This is an optimization exercise on Yosys and OpenROAD, whose aim is small area and a short achievable clock period, not a production implementation.
Function was checked by simulation only, so behaviour that the tests miss may differ from the original.
No activity file was given, so power comes from the tool's default toggle rates.

`flow/design.v`:
```
module mux2 (
input in0, in1,
input s,
output out
);
assign out = s ? in1 : in0;
endmodule
module cellMux2i (input a0, a1, s, output y);
assign y = ~(s ? a1 : a0);
endmodule
module cellNor2 (input a, b, output y);
assign y = ~(a | b);
endmodule
module cellAnd2 (input a, b, output y);
assign y = a & b;
endmodule
module resultBit (
input x, yn, prod_n,
input t_x_n, t_xy_n, t_y_n, t_nx_n,
input clear,
output f, d
);
wire p1, p0, gn;
cellO21ai o1(yn, t_xy_n, t_x_n, p1);      
cellO21ai o0(yn, t_y_n, t_nx_n, p0);      
cellMux2i m(p0, p1, x, gn);
cellNand2 n(prod_n, gn, f);
cellA21oi a(prod_n, gn, clear, d);
endmodule
module cellO21ai (input a1, a2, b1, output y);
assign y = ~((a1 | a2) & b1);
endmodule
module cellA21oi (input a1, a2, b1, output y);
assign y = ~((a1 & a2) | b1);
endmodule
module cellNand2 (input a, b, output y);
assign y = ~(a & b);
endmodule
module adder (
input [15:0] a, b,
output [15:0] out
);
assign out = a+b;
endmodule
module fullAdder (input a, b, c, output s, co);
assign s = a ^ b ^ c;
assign co = (a & b) | (a & c) | (b & c);
endmodule
module halfAdder (input a, b, output s, co);
assign s = a ^ b;
assign co = a & b;
endmodule
module prefixAdder (
input [15:0] a, b,
output [15:0] sn
);
wire g1;
wire t2;
wire g3;
wire t4;
wire g5;
wire t6;
wire g7;
wire t8;
wire g9;
wire t10;
wire g11;
wire t12;
wire g13;
wire t14;
wire g15;
wire t16;
wire g17;
wire t18;
wire g19;
wire t20;
wire g21;
wire t22;
wire g23;
wire t24;
wire g25;
wire t26;
wire g27;
wire t28;
wire g29;
wire t30;
wire g31;
wire t32;
wire G33;
wire P34;
wire G35;
wire P36;
wire G37;
wire P38;
wire G39;
wire P40;
wire G41;
wire P42;
wire G43;
wire P44;
wire G45;
wire P46;
wire G47;
wire P48;
wire G49;
wire P50;
wire G51;
wire P52;
wire G53;
wire P54;
wire G55;
wire P56;
wire G57;
wire P58;
wire G59;
wire P60;
wire G61;
wire P62;
wire G63;
wire P64;
wire G65;
wire P66;
wire G67;
wire P68;
wire G69;
wire P70;
wire G71;
wire P72;
wire G73;
wire P74;
wire G75;
wire P76;
wire G77;
wire P78;
wire G79;
wire P80;
wire G81;
wire P82;
wire G83;
wire P84;
wire G85;
wire P86;
wire G87;
wire P88;
wire G89;
wire P90;
wire G91;
wire P92;
wire G93;
wire P94;
wire G95;
wire P96;
assign g1 = a[0] & b[0];
assign t2 = a[0] ^ b[0];
assign g3 = a[1] & b[1];
assign t4 = a[1] ^ b[1];
assign g5 = a[2] & b[2];
assign t6 = a[2] ^ b[2];
assign g7 = a[3] & b[3];
assign t8 = a[3] ^ b[3];
assign g9 = a[4] & b[4];
assign t10 = a[4] ^ b[4];
assign g11 = a[5] & b[5];
assign t12 = a[5] ^ b[5];
assign g13 = a[6] & b[6];
assign t14 = a[6] ^ b[6];
assign g15 = a[7] & b[7];
assign t16 = a[7] ^ b[7];
assign g17 = a[8] & b[8];
assign t18 = a[8] ^ b[8];
assign g19 = a[9] & b[9];
assign t20 = a[9] ^ b[9];
assign g21 = a[10] & b[10];
assign t22 = a[10] ^ b[10];
assign g23 = a[11] & b[11];
assign t24 = a[11] ^ b[11];
assign g25 = a[12] & b[12];
assign t26 = a[12] ^ b[12];
assign g27 = a[13] & b[13];
assign t28 = a[13] ^ b[13];
assign g29 = a[14] & b[14];
assign t30 = a[14] ^ b[14];
assign g31 = a[15] & b[15];
assign t32 = a[15] ^ b[15];
assign G33 = g3 | (t4 & g1);
assign P34 = t4 & t2;
assign G35 = g7 | (t8 & g5);
assign P36 = t8 & t6;
assign G37 = g11 | (t12 & g9);
assign P38 = t12 & t10;
assign G39 = g15 | (t16 & g13);
assign P40 = t16 & t14;
assign G41 = g19 | (t20 & g17);
assign P42 = t20 & t18;
assign G43 = g23 | (t24 & g21);
assign P44 = t24 & t22;
assign G45 = g27 | (t28 & g25);
assign P46 = t28 & t26;
assign G47 = g31 | (t32 & g29);
assign P48 = t32 & t30;
assign G49 = g5 | (t6 & G33);
assign P50 = t6 & P34;
assign G51 = G35 | (P36 & G33);
assign P52 = P36 & P34;
assign G53 = g13 | (t14 & G37);
assign P54 = t14 & P38;
assign G55 = G39 | (P40 & G37);
assign P56 = P40 & P38;
assign G57 = g21 | (t22 & G41);
assign P58 = t22 & P42;
assign G59 = G43 | (P44 & G41);
assign P60 = P44 & P42;
assign G61 = g29 | (t30 & G45);
assign P62 = t30 & P46;
assign G63 = G47 | (P48 & G45);
assign P64 = P48 & P46;
assign G65 = g9 | (t10 & G51);
assign P66 = t10 & P52;
assign G67 = G37 | (P38 & G51);
assign P68 = P38 & P52;
assign G69 = G53 | (P54 & G51);
assign P70 = P54 & P52;
assign G71 = G55 | (P56 & G51);
assign P72 = P56 & P52;
assign G73 = g25 | (t26 & G59);
assign P74 = t26 & P60;
assign G75 = G45 | (P46 & G59);
assign P76 = P46 & P60;
assign G77 = G61 | (P62 & G59);
assign P78 = P62 & P60;
assign G79 = G63 | (P64 & G59);
assign P80 = P64 & P60;
assign G81 = g17 | (t18 & G71);
assign P82 = t18 & P72;
assign G83 = G41 | (P42 & G71);
assign P84 = P42 & P72;
assign G85 = G57 | (P58 & G71);
assign P86 = P58 & P72;
assign G87 = G59 | (P60 & G71);
assign P88 = P60 & P72;
assign G89 = G73 | (P74 & G71);
assign P90 = P74 & P72;
assign G91 = G75 | (P76 & G71);
assign P92 = P76 & P72;
assign G93 = G77 | (P78 & G71);
assign P94 = P78 & P72;
assign G95 = G79 | (P80 & G71);
assign P96 = P80 & P72;
assign sn[0] = ~t2;
assign sn[1] = ~(t4 ^ g1);
assign sn[2] = ~(t6 ^ G33);
assign sn[3] = ~(t8 ^ G49);
assign sn[4] = ~(t10 ^ G51);
assign sn[5] = ~(t12 ^ G65);
assign sn[6] = ~(t14 ^ G67);
assign sn[7] = ~(t16 ^ G69);
assign sn[8] = ~(t18 ^ G71);
assign sn[9] = ~(t20 ^ G81);
assign sn[10] = ~(t22 ^ G83);
assign sn[11] = ~(t24 ^ G85);
assign sn[12] = ~(t26 ^ G87);
assign sn[13] = ~(t28 ^ G89);
assign sn[14] = ~(t30 ^ G91);
assign sn[15] = ~(t32 ^ G93);
endmodule
module lessThan(
input minMode,
input [15:0] a, b,
output [15:0] out
);
reg [15:0] compareOut;
wire signed [15:0] signed_a, signed_b;
assign signed_a = a;
assign signed_b = b;
assign out = minMode ? compareOut : {15'b0, a < b};
always@* begin
    if(signed_a < signed_b) begin
        compareOut <= a;
    end else begin
        compareOut <= b;
    end
end
endmodule
module compare16 (
input [15:0] x, yn,
input s,
output lt, eq
);
wire gt1;
wire e2;
wire gt3;
wire e4;
wire gt5;
wire e6;
wire gt7;
wire e8;
wire gt9;
wire e10;
wire gt11;
wire e12;
wire gt13;
wire e14;
wire gt15;
wire e16;
wire gt17;
wire e18;
wire gt19;
wire e20;
wire gt21;
wire e22;
wire gt23;
wire e24;
wire gt25;
wire e26;
wire gt27;
wire e28;
wire gt29;
wire e30;
wire gt31;
wire e32;
wire gt33;
wire e34;
wire gt35;
wire e36;
wire gt37;
wire e38;
wire gt39;
wire e40;
wire gt41;
wire e42;
wire gt43;
wire e44;
wire gt45;
wire e46;
wire gt47;
wire e48;
wire gt49;
wire e50;
wire gt51;
wire e52;
wire gt53;
wire e54;
wire gt55;
wire e56;
wire gt57;
wire e58;
wire gt59;
wire e60;
wire gt61;
wire e62;
assign gt1 = x[0] & yn[0];
assign e2 = x[0] ^ yn[0];
assign gt3 = x[1] & yn[1];
assign e4 = x[1] ^ yn[1];
assign gt5 = x[2] & yn[2];
assign e6 = x[2] ^ yn[2];
assign gt7 = x[3] & yn[3];
assign e8 = x[3] ^ yn[3];
assign gt9 = x[4] & yn[4];
assign e10 = x[4] ^ yn[4];
assign gt11 = x[5] & yn[5];
assign e12 = x[5] ^ yn[5];
assign gt13 = x[6] & yn[6];
assign e14 = x[6] ^ yn[6];
assign gt15 = x[7] & yn[7];
assign e16 = x[7] ^ yn[7];
assign gt17 = x[8] & yn[8];
assign e18 = x[8] ^ yn[8];
assign gt19 = x[9] & yn[9];
assign e20 = x[9] ^ yn[9];
assign gt21 = x[10] & yn[10];
assign e22 = x[10] ^ yn[10];
assign gt23 = x[11] & yn[11];
assign e24 = x[11] ^ yn[11];
assign gt25 = x[12] & yn[12];
assign e26 = x[12] ^ yn[12];
assign gt27 = x[13] & yn[13];
assign e28 = x[13] ^ yn[13];
assign gt29 = x[14] & yn[14];
assign e30 = x[14] ^ yn[14];
assign gt31 = s ? (~x[15] & ~yn[15]) : (x[15] & yn[15]);
assign e32 = x[15] ^ yn[15];
assign gt33 = gt3 | (e4 & gt1);
assign e34 = e4 & e2;
assign gt35 = gt7 | (e8 & gt5);
assign e36 = e8 & e6;
assign gt37 = gt11 | (e12 & gt9);
assign e38 = e12 & e10;
assign gt39 = gt15 | (e16 & gt13);
assign e40 = e16 & e14;
assign gt41 = gt19 | (e20 & gt17);
assign e42 = e20 & e18;
assign gt43 = gt23 | (e24 & gt21);
assign e44 = e24 & e22;
assign gt45 = gt27 | (e28 & gt25);
assign e46 = e28 & e26;
assign gt47 = gt31 | (e32 & gt29);
assign e48 = e32 & e30;
assign gt49 = gt35 | (e36 & gt33);
assign e50 = e36 & e34;
assign gt51 = gt39 | (e40 & gt37);
assign e52 = e40 & e38;
assign gt53 = gt43 | (e44 & gt41);
assign e54 = e44 & e42;
assign gt55 = gt47 | (e48 & gt45);
assign e56 = e48 & e46;
assign gt57 = gt51 | (e52 & gt49);
assign e58 = e52 & e50;
assign gt59 = gt55 | (e56 & gt53);
assign e60 = e56 & e54;
assign gt61 = gt59 | (e60 & gt57);
assign e62 = e60 & e58;
assign lt = ~(gt61 | e62);
assign eq = e62;
endmodule
module computationTile (
input clk, clear,
input [3:0] opcode,
input cache_ok, mac_last,
input [15:0] input0, input1_wire,
output [15:0] cellOut
);
reg [15:0] R;
wire [15:0] x = input0;
wire mac = opcode == 4'd15;
wire read = opcode == 4'd8;
wire arith = opcode[1:0] == 2'd3;           
wire isadd = opcode[2:0] == 3'd3;           
wire flagop = ~opcode[3] & (opcode[2:0] == 3'd4 | opcode[2:0] == 3'd5)
            | opcode[2:0] == 3'd6;           
wire eqop = opcode[2:0] == 3'd6;
wire minop = opcode == 4'd12;
wire maxop = opcode == 4'd13;
wire cy = read | (cache_ok & ~clear & ~mac);
wire [15:0] yn;
genvar i;
generate
    for (i = 0; i < 16; i = i + 1) begin: opnd
        cellMux2i ym(input1_wire[i], R[i], cy, yn[i]);
    end
endgenerate
wire rowsel = arith & ~isadd;
wire y0a = (~yn[0] | isadd) & arith;
wire [15:0] xgn = ~(x & {16{rowsel}});
wire macm = mac & mac_last;
wire [15:0] z = ({16{isadd}} & ~yn) | ({16{macm}} & R);
wire p1;
wire p3;
wire p5;
wire p7;
wire p9;
wire p11;
wire p13;
wire p15;
wire p17;
wire p19;
wire p21;
wire p23;
wire p25;
wire p27;
wire p29;
wire p31;
wire p33;
wire p35;
wire p37;
wire p39;
wire p41;
wire p43;
wire p45;
wire p47;
wire p49;
wire p51;
wire p53;
wire p55;
wire p57;
wire p59;
wire p61;
wire p63;
wire p65;
wire p67;
wire p69;
wire p71;
wire p73;
wire p75;
wire p77;
wire p79;
wire p81;
wire p83;
wire p85;
wire p87;
wire p89;
wire p91;
wire p93;
wire p95;
wire p97;
wire p99;
wire p101;
wire p103;
wire p105;
wire p107;
wire p109;
wire p111;
wire p113;
wire p115;
wire p117;
wire p119;
wire p121;
wire p123;
wire p125;
wire p127;
wire p129;
wire p131;
wire p133;
wire p135;
wire p137;
wire p139;
wire p141;
wire p143;
wire p145;
wire p147;
wire p149;
wire p151;
wire p153;
wire p155;
wire p157;
wire p159;
wire p161;
wire p163;
wire p165;
wire p167;
wire p169;
wire p171;
wire p173;
wire p175;
wire p177;
wire p179;
wire p181;
wire p183;
wire p185;
wire p187;
wire p189;
wire p191;
wire p193;
wire p195;
wire p197;
wire p199;
wire p201;
wire p203;
wire p205;
wire p207;
wire p209;
wire p211;
wire p213;
wire p215;
wire p217;
wire p219;
wire p221;
wire p223;
wire p225;
wire p227;
wire p229;
wire p231;
wire p233;
wire p235;
wire p237;
wire p239;
wire p241;
wire p243;
wire p245;
wire p247;
wire p249;
wire p251;
wire p253;
wire p255;
wire p257;
wire p259;
wire p261;
wire p263;
wire p265;
wire p267;
wire p269;
wire p271;
wire s273;
wire c274;
wire s276;
wire c277;
wire s279;
wire c280;
wire s282;
wire c283;
wire s285;
wire c286;
wire s288;
wire c289;
wire s291;
wire c292;
wire s294;
wire c295;
wire s297;
wire c298;
wire s300;
wire c301;
wire s303;
wire c304;
wire s306;
wire c307;
wire s309;
wire c310;
wire s312;
wire c313;
wire s315;
wire c316;
wire s318;
wire c319;
wire s321;
wire c322;
wire s324;
wire c325;
wire s327;
wire c328;
wire s330;
wire c331;
wire s333;
wire c334;
wire s336;
wire c337;
wire s339;
wire c340;
wire s342;
wire c343;
wire s345;
wire c346;
wire s348;
wire c349;
wire s351;
wire c352;
wire s354;
wire c355;
wire s357;
wire c358;
wire s360;
wire c361;
wire s363;
wire c364;
wire s366;
wire c367;
wire s369;
wire c370;
wire s372;
wire c373;
wire s375;
wire c376;
wire s378;
wire c379;
wire s381;
wire c382;
wire s384;
wire c385;
wire s387;
wire c388;
wire s390;
wire c391;
wire s393;
wire c394;
wire s396;
wire c397;
wire s399;
wire c400;
wire s402;
wire c403;
wire s405;
wire c406;
wire s408;
wire c409;
wire s411;
wire c412;
wire s414;
wire c415;
wire s417;
wire c418;
wire s420;
wire c421;
wire s423;
wire c424;
wire s426;
wire c427;
wire s429;
wire c430;
wire s432;
wire c433;
wire s435;
wire c436;
wire s438;
wire c439;
wire s441;
wire c442;
wire s444;
wire c445;
wire s447;
wire c448;
wire s450;
wire c451;
wire s453;
wire c454;
wire s456;
wire c457;
wire s459;
wire c460;
wire s462;
wire c463;
wire s465;
wire c466;
wire s468;
wire c469;
wire s471;
wire c472;
wire s474;
wire c475;
wire s477;
wire c478;
wire s480;
wire c481;
wire s483;
wire c484;
wire s486;
wire c487;
wire s489;
wire c490;
wire s492;
wire c493;
wire s495;
wire c496;
wire s498;
wire c499;
wire s501;
wire c502;
wire s504;
wire c505;
wire s507;
wire c508;
wire s510;
wire c511;
wire s513;
wire c514;
wire s516;
wire c517;
wire s519;
wire c520;
wire s522;
wire c523;
wire s525;
wire c526;
wire s528;
wire c529;
wire s531;
wire c532;
wire s534;
wire c535;
wire s537;
wire c538;
wire s540;
wire c541;
wire s543;
wire c544;
wire s546;
wire c547;
wire s549;
wire c550;
wire s552;
wire c553;
wire s555;
wire c556;
wire s558;
wire c559;
wire s561;
wire c562;
wire s564;
wire c565;
wire s567;
wire c568;
wire s570;
wire c571;
wire s573;
wire c574;
wire s576;
wire c577;
wire s579;
wire c580;
wire s582;
wire c583;
wire s585;
wire c586;
wire s588;
wire c589;
wire s591;
wire c592;
wire s594;
wire c595;
wire s597;
wire c598;
wire s600;
wire c601;
wire s603;
wire c604;
wire s606;
wire c607;
wire s609;
wire c610;
wire s612;
wire c613;
wire s615;
wire c616;
wire s618;
wire c619;
wire s621;
wire c622;
wire s624;
wire c625;
wire s627;
wire c628;
wire s630;
wire c631;
cellAnd2 u2(x[0], y0a, p1);
cellAnd2 u4(x[1], y0a, p3);
cellAnd2 u6(x[2], y0a, p5);
cellAnd2 u8(x[3], y0a, p7);
cellAnd2 u10(x[4], y0a, p9);
cellAnd2 u12(x[5], y0a, p11);
cellAnd2 u14(x[6], y0a, p13);
cellAnd2 u16(x[7], y0a, p15);
cellAnd2 u18(x[8], y0a, p17);
cellAnd2 u20(x[9], y0a, p19);
cellAnd2 u22(x[10], y0a, p21);
cellAnd2 u24(x[11], y0a, p23);
cellAnd2 u26(x[12], y0a, p25);
cellAnd2 u28(x[13], y0a, p27);
cellAnd2 u30(x[14], y0a, p29);
cellAnd2 u32(x[15], y0a, p31);
cellNor2 u34(xgn[0], yn[1], p33);
cellNor2 u36(xgn[1], yn[1], p35);
cellNor2 u38(xgn[2], yn[1], p37);
cellNor2 u40(xgn[3], yn[1], p39);
cellNor2 u42(xgn[4], yn[1], p41);
cellNor2 u44(xgn[5], yn[1], p43);
cellNor2 u46(xgn[6], yn[1], p45);
cellNor2 u48(xgn[7], yn[1], p47);
cellNor2 u50(xgn[8], yn[1], p49);
cellNor2 u52(xgn[9], yn[1], p51);
cellNor2 u54(xgn[10], yn[1], p53);
cellNor2 u56(xgn[11], yn[1], p55);
cellNor2 u58(xgn[12], yn[1], p57);
cellNor2 u60(xgn[13], yn[1], p59);
cellNor2 u62(xgn[14], yn[1], p61);
cellNor2 u64(xgn[0], yn[2], p63);
cellNor2 u66(xgn[1], yn[2], p65);
cellNor2 u68(xgn[2], yn[2], p67);
cellNor2 u70(xgn[3], yn[2], p69);
cellNor2 u72(xgn[4], yn[2], p71);
cellNor2 u74(xgn[5], yn[2], p73);
cellNor2 u76(xgn[6], yn[2], p75);
cellNor2 u78(xgn[7], yn[2], p77);
cellNor2 u80(xgn[8], yn[2], p79);
cellNor2 u82(xgn[9], yn[2], p81);
cellNor2 u84(xgn[10], yn[2], p83);
cellNor2 u86(xgn[11], yn[2], p85);
cellNor2 u88(xgn[12], yn[2], p87);
cellNor2 u90(xgn[13], yn[2], p89);
cellNor2 u92(xgn[0], yn[3], p91);
cellNor2 u94(xgn[1], yn[3], p93);
cellNor2 u96(xgn[2], yn[3], p95);
cellNor2 u98(xgn[3], yn[3], p97);
cellNor2 u100(xgn[4], yn[3], p99);
cellNor2 u102(xgn[5], yn[3], p101);
cellNor2 u104(xgn[6], yn[3], p103);
cellNor2 u106(xgn[7], yn[3], p105);
cellNor2 u108(xgn[8], yn[3], p107);
cellNor2 u110(xgn[9], yn[3], p109);
cellNor2 u112(xgn[10], yn[3], p111);
cellNor2 u114(xgn[11], yn[3], p113);
cellNor2 u116(xgn[12], yn[3], p115);
cellNor2 u118(xgn[0], yn[4], p117);
cellNor2 u120(xgn[1], yn[4], p119);
cellNor2 u122(xgn[2], yn[4], p121);
cellNor2 u124(xgn[3], yn[4], p123);
cellNor2 u126(xgn[4], yn[4], p125);
cellNor2 u128(xgn[5], yn[4], p127);
cellNor2 u130(xgn[6], yn[4], p129);
cellNor2 u132(xgn[7], yn[4], p131);
cellNor2 u134(xgn[8], yn[4], p133);
cellNor2 u136(xgn[9], yn[4], p135);
cellNor2 u138(xgn[10], yn[4], p137);
cellNor2 u140(xgn[11], yn[4], p139);
cellNor2 u142(xgn[0], yn[5], p141);
cellNor2 u144(xgn[1], yn[5], p143);
cellNor2 u146(xgn[2], yn[5], p145);
cellNor2 u148(xgn[3], yn[5], p147);
cellNor2 u150(xgn[4], yn[5], p149);
cellNor2 u152(xgn[5], yn[5], p151);
cellNor2 u154(xgn[6], yn[5], p153);
cellNor2 u156(xgn[7], yn[5], p155);
cellNor2 u158(xgn[8], yn[5], p157);
cellNor2 u160(xgn[9], yn[5], p159);
cellNor2 u162(xgn[10], yn[5], p161);
cellNor2 u164(xgn[0], yn[6], p163);
cellNor2 u166(xgn[1], yn[6], p165);
cellNor2 u168(xgn[2], yn[6], p167);
cellNor2 u170(xgn[3], yn[6], p169);
cellNor2 u172(xgn[4], yn[6], p171);
cellNor2 u174(xgn[5], yn[6], p173);
cellNor2 u176(xgn[6], yn[6], p175);
cellNor2 u178(xgn[7], yn[6], p177);
cellNor2 u180(xgn[8], yn[6], p179);
cellNor2 u182(xgn[9], yn[6], p181);
cellNor2 u184(xgn[0], yn[7], p183);
cellNor2 u186(xgn[1], yn[7], p185);
cellNor2 u188(xgn[2], yn[7], p187);
cellNor2 u190(xgn[3], yn[7], p189);
cellNor2 u192(xgn[4], yn[7], p191);
cellNor2 u194(xgn[5], yn[7], p193);
cellNor2 u196(xgn[6], yn[7], p195);
cellNor2 u198(xgn[7], yn[7], p197);
cellNor2 u200(xgn[8], yn[7], p199);
cellNor2 u202(xgn[0], yn[8], p201);
cellNor2 u204(xgn[1], yn[8], p203);
cellNor2 u206(xgn[2], yn[8], p205);
cellNor2 u208(xgn[3], yn[8], p207);
cellNor2 u210(xgn[4], yn[8], p209);
cellNor2 u212(xgn[5], yn[8], p211);
cellNor2 u214(xgn[6], yn[8], p213);
cellNor2 u216(xgn[7], yn[8], p215);
cellNor2 u218(xgn[0], yn[9], p217);
cellNor2 u220(xgn[1], yn[9], p219);
cellNor2 u222(xgn[2], yn[9], p221);
cellNor2 u224(xgn[3], yn[9], p223);
cellNor2 u226(xgn[4], yn[9], p225);
cellNor2 u228(xgn[5], yn[9], p227);
cellNor2 u230(xgn[6], yn[9], p229);
cellNor2 u232(xgn[0], yn[10], p231);
cellNor2 u234(xgn[1], yn[10], p233);
cellNor2 u236(xgn[2], yn[10], p235);
cellNor2 u238(xgn[3], yn[10], p237);
cellNor2 u240(xgn[4], yn[10], p239);
cellNor2 u242(xgn[5], yn[10], p241);
cellNor2 u244(xgn[0], yn[11], p243);
cellNor2 u246(xgn[1], yn[11], p245);
cellNor2 u248(xgn[2], yn[11], p247);
cellNor2 u250(xgn[3], yn[11], p249);
cellNor2 u252(xgn[4], yn[11], p251);
cellNor2 u254(xgn[0], yn[12], p253);
cellNor2 u256(xgn[1], yn[12], p255);
cellNor2 u258(xgn[2], yn[12], p257);
cellNor2 u260(xgn[3], yn[12], p259);
cellNor2 u262(xgn[0], yn[13], p261);
cellNor2 u264(xgn[1], yn[13], p263);
cellNor2 u266(xgn[2], yn[13], p265);
cellNor2 u268(xgn[0], yn[14], p267);
cellNor2 u270(xgn[1], yn[14], p269);
cellNor2 u272(xgn[0], yn[15], p271);
halfAdder u275(p25, p55, s273, c274);
fullAdder u278(p27, p57, p85, s276, c277);
halfAdder u281(p111, p135, s279, c280);
fullAdder u284(p29, p59, p87, s282, c283);
fullAdder u287(p113, p137, p159, s285, c286);
halfAdder u290(p179, p197, s288, c289);
fullAdder u293(p31, p61, p89, s291, c292);
fullAdder u296(p115, p139, p161, s294, c295);
fullAdder u299(p181, p199, p215, s297, c298);
halfAdder u302(p229, p241, s300, c301);
halfAdder u305(p17, p47, s303, c304);
fullAdder u308(p19, p49, p77, s306, c307);
halfAdder u311(p103, p127, s309, c310);
fullAdder u314(p21, p51, p79, s312, c313);
fullAdder u317(p105, p129, p151, s315, c316);
halfAdder u320(p171, p189, s318, c319);
fullAdder u323(p23, p53, p81, s321, c322);
fullAdder u326(p107, p131, p153, s324, c325);
fullAdder u329(p173, p191, p207, s327, c328);
halfAdder u332(p221, p233, s330, c331);
fullAdder u335(p83, p109, p133, s333, c334);
fullAdder u338(p155, p175, p193, s336, c337);
fullAdder u341(p209, p223, p235, s339, c340);
fullAdder u344(p245, p253, z[12], s342, c343);
fullAdder u347(p157, p177, p195, s345, c346);
fullAdder u350(p211, p225, p237, s348, c349);
fullAdder u353(p247, p255, p261, s351, c352);
fullAdder u356(z[13], s276, s279, s354, c355);
fullAdder u359(p213, p227, p239, s357, c358);
fullAdder u362(p249, p257, p263, s360, c361);
fullAdder u365(p267, z[14], s282, s363, c364);
fullAdder u368(s285, s288, c277, s366, c367);
fullAdder u371(p251, p259, p265, s369, c370);
fullAdder u374(p269, p271, z[15], s372, c373);
fullAdder u377(s291, s294, s297, s375, c376);
fullAdder u380(s300, c283, c286, s378, c379);
halfAdder u383(p11, p41, s381, c382);
fullAdder u386(p13, p43, p71, s384, c385);
halfAdder u389(p97, p121, s387, c388);
fullAdder u392(p15, p45, p73, s390, c391);
fullAdder u395(p99, p123, p145, s393, c394);
halfAdder u398(p165, p183, s396, c397);
fullAdder u401(p75, p101, p125, s399, c400);
fullAdder u404(p147, p167, p185, s402, c403);
fullAdder u407(p201, z[8], s303, s405, c406);
fullAdder u410(p149, p169, p187, s408, c409);
fullAdder u413(p203, p217, z[9], s411, c412);
fullAdder u416(s306, s309, c304, s414, c415);
fullAdder u419(p205, p219, p231, s417, c418);
fullAdder u422(z[10], s312, s315, s420, c421);
fullAdder u425(s318, c307, c310, s423, c424);
fullAdder u428(p243, z[11], s321, s426, c427);
fullAdder u431(s324, s327, s330, s429, c430);
fullAdder u434(c313, c316, c319, s432, c433);
fullAdder u437(s273, s333, s336, s435, c436);
fullAdder u440(s339, s342, c322, s438, c439);
fullAdder u443(c325, c328, c331, s441, c442);
fullAdder u446(c274, s345, s348, s444, c445);
fullAdder u449(s351, s354, c334, s447, c448);
fullAdder u452(c337, c340, c343, s450, c451);
fullAdder u455(c280, s357, s360, s453, c454);
fullAdder u458(s363, s366, c346, s456, c457);
fullAdder u461(c349, c352, c355, s459, c460);
fullAdder u464(c289, s369, s372, s462, c463);
fullAdder u467(s375, s378, c358, s465, c466);
fullAdder u470(c361, c364, c367, s468, c469);
halfAdder u473(p7, p37, s471, c472);
fullAdder u476(p9, p39, p67, s474, c475);
halfAdder u479(p93, p117, s477, c478);
fullAdder u482(p69, p95, p119, s480, c481);
fullAdder u485(p141, z[5], s381, s483, c484);
fullAdder u488(p143, p163, z[6], s486, c487);
fullAdder u491(s384, s387, c382, s489, c490);
fullAdder u494(z[7], s390, s393, s492, c493);
fullAdder u497(s396, c385, c388, s495, c496);
fullAdder u500(s399, s402, s405, s498, c499);
fullAdder u503(c391, c394, c397, s501, c502);
fullAdder u506(s408, s411, s414, s504, c505);
fullAdder u509(c400, c403, c406, s507, c508);
fullAdder u512(s417, s420, s423, s510, c511);
fullAdder u515(c409, c412, c415, s513, c514);
fullAdder u518(s426, s429, s432, s516, c517);
fullAdder u521(c418, c421, c424, s519, c520);
fullAdder u524(s435, s438, s441, s522, c523);
fullAdder u527(c427, c430, c433, s525, c526);
fullAdder u530(s444, s447, s450, s528, c529);
fullAdder u533(c436, c439, c442, s531, c532);
fullAdder u536(s453, s456, s459, s534, c535);
fullAdder u539(c445, c448, c451, s537, c538);
fullAdder u542(s462, s465, s468, s540, c541);
fullAdder u545(c454, c457, c460, s543, c544);
halfAdder u548(p5, p35, s546, c547);
fullAdder u551(p65, p91, z[3], s549, c550);
fullAdder u554(z[4], s474, s477, s552, c553);
fullAdder u557(s480, s483, c475, s555, c556);
fullAdder u560(s486, s489, c481, s558, c559);
fullAdder u563(s492, s495, c487, s561, c562);
fullAdder u566(s498, s501, c493, s564, c565);
fullAdder u569(s504, s507, c499, s567, c568);
fullAdder u572(s510, s513, c505, s570, c571);
fullAdder u575(s516, s519, c511, s573, c574);
fullAdder u578(s522, s525, c517, s576, c577);
fullAdder u581(s528, s531, c523, s579, c580);
fullAdder u584(s534, s537, c529, s582, c583);
fullAdder u587(s540, s543, c535, s585, c586);
halfAdder u590(p3, p33, s588, c589);
fullAdder u593(p63, z[2], s546, s591, c592);
fullAdder u596(s471, s549, c547, s594, c595);
fullAdder u599(c472, s552, c550, s597, c598);
fullAdder u602(c478, s555, c553, s600, c601);
fullAdder u605(c484, s558, c556, s603, c604);
fullAdder u608(c490, s561, c559, s606, c607);
fullAdder u611(c496, s564, c562, s609, c610);
fullAdder u614(c502, s567, c565, s612, c613);
fullAdder u617(c508, s570, c568, s615, c616);
fullAdder u620(c514, s573, c571, s618, c619);
fullAdder u623(c520, s576, c574, s621, c622);
fullAdder u626(c526, s579, c577, s624, c625);
fullAdder u629(c532, s582, c580, s627, c628);
fullAdder u632(c538, s585, c583, s630, c631);
wire [15:0] prod_n;
prefixAdder cpa({s630, s627, s624, s621, s618, s615, s612, s609, s606, s603, s600, s597, s594, s591, z[1], p1}, {c628, c625, c622, c619, c616, c613, c610, c607, c604, c601, c598, c595, c592, c589, s588, z[0]}, prod_n);
wire lt, eq;
compare16 cmp(x, yn, opcode[3], lt, eq);
wire t_and = opcode[2:0] == 3'd1;
wire t_x = opcode[2:0] == 3'd2 | (minop & lt) | (maxop & ~lt);
wire t_y = opcode[2:0] == 3'd2 | (minop & ~lt) | (maxop & lt) | read;
wire t_xy = t_and | t_y;
wire t_nx = opcode == 4'd0;
wire bit0 = flagop & (eqop ? eq : lt);
wire [15:0] pn = {prod_n[15:1], prod_n[0] & ~bit0};
wire [15:0] f, d;
generate
    for (i = 0; i < 16; i = i + 1) begin: res
        resultBit rb(x[i], yn[i], pn[i], ~t_x, ~t_xy, ~t_y, ~t_nx, clear,
                     f[i], d[i]);
    end
endgenerate
assign cellOut = f;
always @(posedge clk)
    R <= d;
endmodule
module compute_array (
    input clk, clear,
    input [3:0] tile_opcode,
    input [63:0] value_a, value_b,
    output [63:0] wire_out
);
    parameter WORD_BITS = 16;
    parameter TILES = 4;
    reg cache_ok, mac_last;
    always @(posedge clk) begin
        cache_ok <= ~clear & (tile_opcode != 4'd8);
        mac_last <= ~clear & (tile_opcode == 4'd15);
    end
    generate
        genvar i;
        for(i = 0; i < TILES; i = i+1) begin: ctl
            computationTile tile_i(clk, clear, tile_opcode, cache_ok, mac_last,
                value_a[WORD_BITS*(i+1)-1:WORD_BITS*i],
                value_b[WORD_BITS*(i+1)-1:WORD_BITS*i],
                wire_out[WORD_BITS*(i+1)-1:WORD_BITS*i]
            );
        end
    endgenerate
endmodule
```
`flow/flow/run.sh`:
```
#!/bin/bash
# The standard layout (the standard.sh: standard synthesis, then ORFS to
# finish) with two changes:
# - the port buffers are sky130_fd_sc_hd__buf_1 cells in place of the delay
#   buffers buffer_ports picks by default;
# - before floorplanning, flow/downsize.tcl sets the combinational cells that
#   synthesis sized up back to drive strength 1 (repair sizes up again).
set -euo pipefail
here=$(pwd)
bash standard.sh synth > synth_flow.log 2>&1
bash standard.sh BUFFER_PORTS_ARGS="-buffer_cell sky130_fd_sc_hd__buf_1" \
    PRE_FLOORPLAN_TCL="$here/flow/downsize.tcl" finish > layout_flow.log 2>&1
```
`flow/flow/downsize.tcl`:
```
# Before floorplanning: put every combinational cell that synthesis sized up
# back to its drive-strength-1 variant of the same function. The resizer's
# repair steps later size up again what slew, capacitance or timing need.
set db [ord::get_db]
set block [ord::get_db_block]
set n 0
foreach inst [$block getInsts] {
  set name [[$inst getMaster] getName]
  if { [regexp {^(sky130_fd_sc_hd__[a-z0-9]+)_([0-9]+)$} $name -> base drv] && $drv > 1 } {
    if { [string match "*__df*" $base] || [string match "*__sdf*" $base] || [string match "*__edf*" $base] } {
      continue
    }
    set master [$db findMaster ${base}_1]
    if { $master != "NULL" } {
      $inst swapMaster $master
      incr n
    }
  }
}
puts "downsize.tcl: $n instances set to drive strength 1"
```
`flow/standard.sh`:
```
#!/bin/bash
# synth_recipe.tcl (not shown) runs the flow's synth.tcl, then flattens the netlist and writes it again
# the make line also repeats each setting of config.mk as NAME=value (left out here)
make -C /OpenROAD-flow-scripts/flow DESIGN_CONFIG=/design/flow/config.mk WORK_HOME=/design/flow/orfs CLKGATE_MAP_FILE= SYNTH_SCRIPT=/design/flow/synth_recipe.tcl "${@:-finish}"
```
`flow/config.mk`:
```
export PLATFORM = sky130hd
export DESIGN_NAME = compute_array
export DESIGN_NICKNAME = compute_array
export VERILOG_FILES = /design/flow/design.v
export SDC_FILE = /design/flow/constraint.sdc
export NUM_CORES = 4
export LEC_CHECK = 0
export CAP_MARGIN = 20
export CORE_MARGIN = 2
export CORE_UTILIZATION = 40
export SETUP_SLACK_MARGIN = 4.5
export SLEW_MARGIN = 20
export SYNTH_HIERARCHICAL = 1
export SYNTH_MINIMUM_KEEP_SIZE = 0
```
`flow/constraint.sdc`:
```
create_clock -name core_clock -period 16.0 [get_ports {clk}]
set_input_delay 3.2000 -clock core_clock [delete_from_list [all_inputs] [get_ports {clk}]]
set_output_delay 3.2000 -clock core_clock [all_outputs]
set_load 0.01 [all_outputs]
```
==> results of run 1 <==
flip-flops by register name, summed over array words and instances, names as in the netlist:
name	count
mac_last	1
ctl.tile_i.R	64
cache_ok	1
repair_timing:
action                     CTS  global route
setup endpoints to repair   64            56
pin swaps                  153            88
hold endpoints to repair     0             0
gates resized for setup    266            96
cloned                       4             1
setup buffers              206            43
power breakdown:
part / switching, mW / internal, mW / total [mW]
logic: 0.645 / 0.532 / 1.18
clock network: 0.107 / 0.130 / 0.237
registers: 0.0282 / 0.197 / 0.226
total: 0.780 / 0.859 / 1.64
layout make-up:
| cell class | instances | area [um2] |
|---|---|---|
| Timing Repair Buffer | 488 | 3820 |
| Multi-Input combinational cell | 2064 | 21100 |
| Clock buffer | 14 | 264 |
| Clock inverter | 2 | 35.0 |
| Inverter | 56 | 210 |
| Sequential cell | 66 | 1320 |
| Fill cell | 4538 | 23400 |
| Tap cell | 680 | 851 |
| Antenna cell | 3 | 7.51 |
per-stage QoR:
step,std cells,worst slack (ns),hold WS [ns]
6_report,3373,4.01,0.831
5_1_grt,3373,3.87,0.896
4_1_cts,3326,4.02,0.838
3_5_place_dp,3100,2.69,0.827
3_3_place_gp,3099,2.72,0.812
2_1_floorplan,2218,4.18,0.783
worst paths after layout:
path / start / end / cells after the start
hold / removal: ctl[3].tile_i.R[1]$_DFF_P_ / ctl[3].tile_i.R[1]$_DFF_P_ / 4
setup reg to reg: cache_ok$_DFF_P_ / ctl[3].tile_i.R[10]$_DFF_P_ / 29
hold reg to reg: ctl[3].tile_i.R[1]$_DFF_P_ / ctl[3].tile_i.R[1]$_DFF_P_ / 4
setup / recovery: clear / wire_out[31] / 21
per-layer routing:
layer / up-vias / share of wire [%]
li1: 8481 / -
met1: 9935 / 41
met2: 826 / 49
met3: 160 / 6.6
met4: 0 / 3.1
met5: - / 0
worst register-to-register path, delay by kind of cell (launching register included):
family / cells / cell delay (ns)
compound gates: 5 / 0.66
xor+xnor: 1 / 0.10
flops: 1 / 0.46
simple gates: 4 / 0.78
fa+ha+maj: 5 / 2.30
buf+inv: 13 / 1.64
mux: 1 / 0.23
==> flow_summary.ini, run 1 <==
[drt]
wire_per_inst_um = 22.9
drc_errors = 0
drtIter0Drc = 1490
vias = 19400
wirelength_um = 77100
drtAntennaViolNets = 0
viasPerCell = 5.75
first_pass_iters = 7

[sta]
relSlewSlack_pct = 44.1
slew_viol_final = 0
clock.fmax_mhz = 83.4
hold_viol = 0
setup_violations = 0
skew_ns = 0.0101
tightestPinTransition_ns = 0.836
rsz0062_at_grt = yes
layout_min_cycle_time_ns = 11.99
tns_ns = 0
fin_crit_sh_pct = 74.9

[cells_and_area]
layout_common_cells = nor2_1, fa_1, buf_4
fin_nets = 3439
fin_area_um2 = 27600
final_common_cell = nor2_1
utilization_pct = 54.1
drive_gt1_share_pct = 23.7

[global_route]
grtUsageMet2_pct = 48.9
grt_pass1_vias = 20800
antenna_found_initial = 3
use_met3_pct = 4.30
use_met1_pct = 38.3
grt_max_degree = 39
grt_first_pass_wirelength_um = 118000
gr-usage-all-layers_pct = 29.1
grt-busiest-layer = met2
grt-ovfl-total = 0

[cts]
htree_levels = 3
cts_tree = yes
root_buffer = clkbuf_16
cts_buffer_depth = 2
cts_made_buffers = 9
clkSinkCount = 66
cts-hold-fix-buffers = 0
cts.reportedPaths.clkPinSlew_ns = 0.07
clock_latency_ns = 0.40

[critical_path]
path_max_fanout = 11
cp_slowest_stage_delay_ns = 0.54
end_kind = output pin
cp_cell_sequence = clkbuf_16 > nor2b_4 > a21oi_2 > o21ai_4 > buf_12 > mux2i_4 > a21oi_4 > buf_4 > and2_4 > fa_1 > fa_1 > fa_1 > fa_1 > fa_1 > fa_1 > ha_4 > a21o_1 > a221oi_2 > xnor2_1 > nand2_1 > buf_2
cp.arrival_ns = 8.79
slowest_stage = fa_1
required_ns = 12.80
regToRegSetupSlack_ns = 9.77
crit_family = adder cells
critical_path_class = primary input to output pin
worstSetupStartpointType = primary input
cpMostUsedCell = fa_1
crit_buf_inv = 4

[die]
fp.coreArea_um2 = 51100
die_w_um = 231
core.rowCount = 83
dieArea_um2 = 53200
die_h_um = 231
io_pins = 198
initial_core_util_pct = 40.2

[power_and_ir_drop]
total_power_mw = 1.64
ir_worst_vdd_uv = 46.2
power.density_nw_per_um2 = 59.3
p_leak_nw = 13.1

[placed_design]
placedInstanceArea_um2 = 23100
io_buffer_count = 197
gp_congestion = 0.897
dp_hpwl_um = 52700

[run_status]
status = finished clean

[synth]
yosysWarnings = 8
syn-num-nets = 2972
postSynthCellCount = 2218

[flow_run]
maxCapViolations = 0

[worst_hold_path]
hold_class = register to register
==> inputs of run 2 (changes only) <==
--- a/flow/config.mk
+++ b/flow/config.mk
@@ -8,7 +8,7 @@
 export CAP_MARGIN = 20
 export CORE_MARGIN = 2
 export CORE_UTILIZATION = 40
-export SETUP_SLACK_MARGIN = 4.5
+export SETUP_SLACK_MARGIN = 4.0
 export SLEW_MARGIN = 20
 export SYNTH_HIERARCHICAL = 1
 export SYNTH_MINIMUM_KEEP_SIZE = 0
==> run 2 against run 1 <==
Critical path depth up 2. Utilization down 4.9 points. Combinational power down 15%. Worst hold slack worse by 0.0041 ns. First-iteration DRC count down 2.0%. Maximum frequency up 0.69%.
==> flow_summary.ini, run 2 <==
[run_status]
status = finished clean

[sta]
hold_viol = 0
slew_viol_final = 0
setup_violations = 0
fin_hold_ws_ns = 0.827
layout_min_cycle_time_ns = 11.91
clock.fmax_mhz = 84.0
tns_ns = 0
tightestPinTransition_ns = 0.938
fin_crit_sh_pct = 74.4
relSlewSlack_pct = 37.4
rsz0062_at_grt = yes
skew_ns = 0.0124

[drt]
drtIter0Drc = 1460
wire_per_inst_um = 22.1
viasPerCell = 5.75
first_pass_iters = 6
drtAntennaViolNets = 0
drc_errors = 0
vias = 18700
wirelength_um = 72000

[placed_design]
gp_congestion = 0.941
dp_hpwl_um = 51500
numPlacedInstances = 3109
io_buffer_count = 197

[global_route]
grt_pass1_vias = 19600
gr-usage-all-layers_pct = 27.0
grt-ovfl-total = 0
grt_max_degree = 47
grt_first_pass_wirelength_um = 111000
antenna_found_initial = 0

[power_and_ir_drop]
power.density_nw_per_um2 = 57.3
total_power_mw = 1.44
ir_worst_vdd_uv = 50.8
p_leak_nw = 12.3

[cells_and_area]
largest_reg_flops = 64
nFillCells = 4878
fin_cells = 3255
layout_common_cells = nor2_1, fa_1, buf_1
n_antenna_cell = 0
max_flop_register = ctl.tile_i.R
fin_nets = 3327
drive_gt1_share_pct = 13.5
final_common_cell = nor2_1
reg_top3 = ctl.tile_i.R x64, cache_ok x1, mac_last x1

[worst_hold_path]
hold_class = register to register

[cts]
cts-hold-fix-buffers = 0
cts_made_buffers = 9
clock_latency_ns = 0.39
htree_levels = 3
cts_buffer_depth = 2
cts.reportedPaths.clkPinSlew_ns = 0.06
root_buffer = clkbuf_16
clkSinkCount = 66
cts_tree = yes

[flow_run]
maxCapViolations = 0

[critical_path]
regToRegSetupSlack_ns = 10.16
cpMostUsedCell = fa_1
end_kind = output pin
path_max_fanout = 14
slowest_stage = fa_1
cp_cell_sequence = clkbuf_16 > nor2_4 > a21oi_2 > o21ai_4 > buf_6 > mux2i_4 > a21oi_4 > buf_12 > and2_4 > fa_1 > fa_1 > fa_1 > fa_1 > fa_1 > ha_4 > a21o_1 > a21oi_4 > o21a_1 > o311ai_4 > a21oi_2 > xor2_1 > nand2_1 > buf_1
required_ns = 12.80
cp_slowest_stage_delay_ns = 0.57
crit_buf_inv = 4
worstSetupStartpointType = primary input
critical_path_class = primary input to output pin
crit_family = adder cells
cp.arrival_ns = 8.71

[die]
fp.coreArea_um2 = 51100
die_w_um = 231
io_pins = 198
core.rowCount = 83
dieArea_um2 = 53200
die_h_um = 231
initial_core_util_pct = 40.2

[synth]
postSynthCellCount = 2218
yosysWarnings = 8
syn-num-nets = 2972
## run 2: area by class of cell
class / instances / area (um2) / area share [%]
clock buffer: 13 / 260 / 1.04
inverter: 56 / 210 / 0.836
multi-input combinational: 2065 / 20000 / 79.7
sequential: 66 / 1320 / 5.26
tap: 680 / 851 / 3.38
timing repair buffer: 375 / 2460 / 9.78
## run 2: stage by stage
step           utilization [%]  area, um2  setup slack (ns)
5_1_grt                   49.2      25100              3.89
3_5_place_dp              44.6      22800              2.27
2_1_floorplan                -      21000              4.01
6_report                  49.2      25100              4.09
4_1_cts                   47.4      24200              3.95
3_3_place_gp              44.6      22800              2.43
## run 2: tightest hold or removal path: cells and delay by family, from the launching register on
family | cells | cell delay [ns]
DFF | 1 | 0.33
AOI/OAI and AO/OA | 2 | 0.19
adders and majority gates | 1 | 0.18
buffers and inverters | 1 | 0.08
## run 2: power by group
group	internal (mW)	switching (mW)	leakage, nW
clock network	0.111	0.104	0.128
logic	0.415	0.587	11.6
registers	0.197	0.0263	0.548
## run 2: per-layer routing
metal / vias up / GRT usage [%] / part of all wire, %
li1: 8250 / - / -
met1: 9573 / 36.0 / 43
met2: 782 / 43.9 / 47
met3: 115 / 4.31 / 6.4
met4: 0 / 11.0 / 3.4
met5: - / 0 / 0
## run 2: timing repair
item,CTS,global route
pin swaps,16,69
cloned,1,5
setup endpoints to repair,53,28
gates resized for setup,93,92
buffers inserted,80,47
## run 2: path summary, 6_finish.rpt
| path | startpoint | endpoint | cells past startpoint |
|---|---|---|---|
| max | tile_opcode[1] | wire_out[62] | 23 |
| min | ctl[0].tile_i.R[1]$_DFF_P_ | ctl[0].tile_i.R[1]$_DFF_P_ | 4 |
| max reg2reg | cache_ok$_DFF_P_ | ctl[3].tile_i.R[14]$_DFF_P_ | 21 |
| min reg2reg | ctl[0].tile_i.R[1]$_DFF_P_ | ctl[0].tile_i.R[1]$_DFF_P_ | 4 |
==> inputs of run 3 (changes only) <==
--- a/flow/config.mk
+++ b/flow/config.mk
@@ -8,7 +8,7 @@
 export CAP_MARGIN = 20
 export CORE_MARGIN = 2
 export CORE_UTILIZATION = 40
-export SETUP_SLACK_MARGIN = 4.0
+export SETUP_SLACK_MARGIN = 3.5
 export SLEW_MARGIN = 20
 export SYNTH_HIERARCHICAL = 1
 export SYNTH_MINIMUM_KEEP_SIZE = 0
==> run 3 against run 2 <==
Still clean on timing, DRC and antenna. Synthesized cell count did not move. Sequential power down 2%. First-iteration DRC count rose by 12%. Global-route usage shrank 1.1 points. Design area decreased by 6.8%. Utilization fell by 3.4 points. Worst setup slack worse by 0.36 ns. Critical endpoint is now wire_out[46]. Largest power group unchanged.
==> flow_summary.ini, run 3 <==
[run_status]
status = finished clean

[synth]
syn-num-nets = 2972
postSynthCellCount = 2218
yosysWarnings = 8

[drt]
wire_per_inst_um = 21.8
drc_errors = 0
vias = 18300
viasPerCell = 5.78
first_pass_iters = 6
drtIter0Drc = 1630
drtAntennaViolNets = 0
wirelength_um = 69000

[sta]
clock.fmax_mhz = 81.5
fin_hold_ws_ns = 0.817
relSlewSlack_pct = 35.6
slew_viol_final = 0
skew_ns = 0.00614
tightestPinTransition_ns = 0.940
fin_crit_sh_pct = 76.7
rsz0062_at_grt = yes
layout_min_cycle_time_ns = 12.27
hold_viol = 0
setup_violations = 0
tns_ns = 0

[global_route]
grt_max_degree = 71
grt_pass1_vias = 19100
gr-usage-all-layers_pct = 25.9
grt_first_pass_wirelength_um = 107000
grt-ovfl-total = 0
antenna_found_initial = 3

[critical_path]
critical_path_class = primary input to output pin
cp_cell_sequence = clkbuf_16 > nor2b_1 > a21oi_1 > o21ai_2 > buf_12 > mux2i_4 > a21oi_4 > buf_12 > and2_1 > fa_1 > fa_1 > fa_1 > fa_1 > fa_1 > ha_1 > a21o_1 > a21oi_2 > o21a_1 > o311ai_2 > a21oi_1 > xor2_1 > nand2_1 > buf_1
crit_family = adder cells
path_max_fanout = 35
worstSetupStartpointType = primary input
cpMostUsedCell = fa_1
end_kind = output pin
slowest_stage = fa_1
cp_slowest_stage_delay_ns = 0.58
cp.arrival_ns = 9.07
required_ns = 12.80
crit_buf_inv = 4

[power_and_ir_drop]
power.density_nw_per_um2 = 57.4
p_leak_nw = 11.5
ir_worst_vdd_uv = 44.2

[cells_and_area]
drive_gt1_share_pct = 6.13
max_flop_register = ctl.tile_i.R
largest_reg_flops = 64
utilization_pct = 45.8
nFillCells = 4974
final_common_cell = nor2_1
multi_input_area_um2 = 19200
fin_cells = 3163
layout_common_cells = nor2_1, fa_1, buf_1
seq_area_um2 = 1320
reg_top3 = ctl.tile_i.R x64, cache_ok x1, mac_last x1
fin_nets = 3230

[cts]
cts.reportedPaths.clkPinSlew_ns = 0.07
clkSinkCount = 66
cts_tree = yes
root_buffer = clkbuf_16
cts_buffer_depth = 2
cts_made_buffers = 9
htree_levels = 3
clock_latency_ns = 0.39

[placed_design]
io_buffer_count = 197
numPlacedInstances = 3122
dp_hpwl_um = 51400
gp_congestion = 0.942

[die]
core.rowCount = 83
fp.coreArea_um2 = 51100
die_h_um = 231
die_w_um = 231
dieArea_um2 = 53200
io_pins = 198
initial_core_util_pct = 40.2

[worst_hold_path]
hold_class = register to register

[flow_run]
maxCapViolations = 0
run 3: worst paths after layout:
kind,startpoint,end,slack [ns],cells past startpoint
hold / removal,ctl[3].tile_i.R[1]$_DFF_P_,ctl[3].tile_i.R[1]$_DFF_P_,0.82,4
hold reg to reg,ctl[3].tile_i.R[1]$_DFF_P_,ctl[3].tile_i.R[1]$_DFF_P_,0.82,4
setup reg to reg,cache_ok$_DFF_P_,ctl[3].tile_i.R[14]$_DFF_P_,9.82,19
setup / recovery,clear,wire_out[46],3.73,23
run 3: area by class of cell:
class / count / area share (%)
antenna: 2 / 0.0214
clock buffer: 14 / 1.13
clock inverter: 2 / 0.150
inverter: 56 / 0.898
multi-input combinational: 2064 / 82.1
sequential: 66 / 5.64
tap: 680 / 3.63
timing repair buffer: 279 / 6.46
run 3: power by group:
| group | leakage (nW) | switching (mW) | internal, mW |
|---|---|---|---|
| Sequential | 0.548 | 0.0212 | 0.197 |
| Clock | 0.147 | 0.104 | 0.130 |
| Combinational | 10.8 | 0.552 | 0.340 |
| Total | 11.5 | 0.678 | 0.667 |
run 3: per-layer routing:
layer	vias to the layer above	share of wire [%]	global-route usage (%)
li1	8051	-	-
met1	9304	42	34.9
met2	778	47	42.3
met3	138	7.3	3.94
met4	2	3.2	9.80
met5	-	0.019	0
run 3: repair_timing:
action / 4_1_cts / 5_1_grt
buffers inserted: 7 / 15
hold buffers: 0 / 0
endpoints found under the setup margin: 35 / 20
pin swaps: 2 / 8
gates cloned: 0 / 1
gates resized for setup: 40 / 42
run 3: tightest hold or removal path, stage by stage, from the launching register on:
cell and delay [ns]:
dfxtp_1 0.32, o2bb2ai_1 0.12, inv_1 0.07, fa_1 0.19
a21oi_1 0.07
run 3: stage by stage:
stage	total power, mW	setup WS, ns	area (um2)
floorplan	0.784	3.51	20600
global placement	1.05	2.37	22500
detailed placement	1.07	2.19	22500
CTS	1.32	3.45	23100
global route	1.45	3.49	23400
finish	1.34	3.73	23400

[port drivers added, routing unchanged]
In the flow no input, the clock included, has a driving cell. The finished layouts below were timed again as built, in two steps.
Step 1 assumes that a clkbuf_16 drives the clock port and a buf_2 every other input.
Step 2 times the ports against the registers' clock, not the clock port: input delays grow and output delays shrink by t, the midpoint of the rising clock arrivals with the driver on.
Three values: ideal ports, drivers, drivers and shift; two values: the first two.
| run | shift t [ns] | slack for setup (ns) | hold slack, ns | worst setup path at the end | worst slew at a driven data input, ns |
|---|---|---|---|---|---|
| run 1 | 0.444 | 4.012 / 3.821 / 3.821 | 0.831 / 0.831 / 0.831 | input to output | 0.29 |
| run 2 | 0.441 | 4.094 / 3.962 / 3.962 | 0.827 / 0.827 / 0.827 | input to output | 0.22 |
| run 3 | 0.435 | 3.730 / 3.615 / 3.615 | 0.817 / 0.817 / 0.817 | input to output | 0.17 |
After both steps every run listed still meets setup and hold. The setup slack of run 1, which loses most, moves by -0.191 ns with the drivers and by -0.191 ns with both steps.
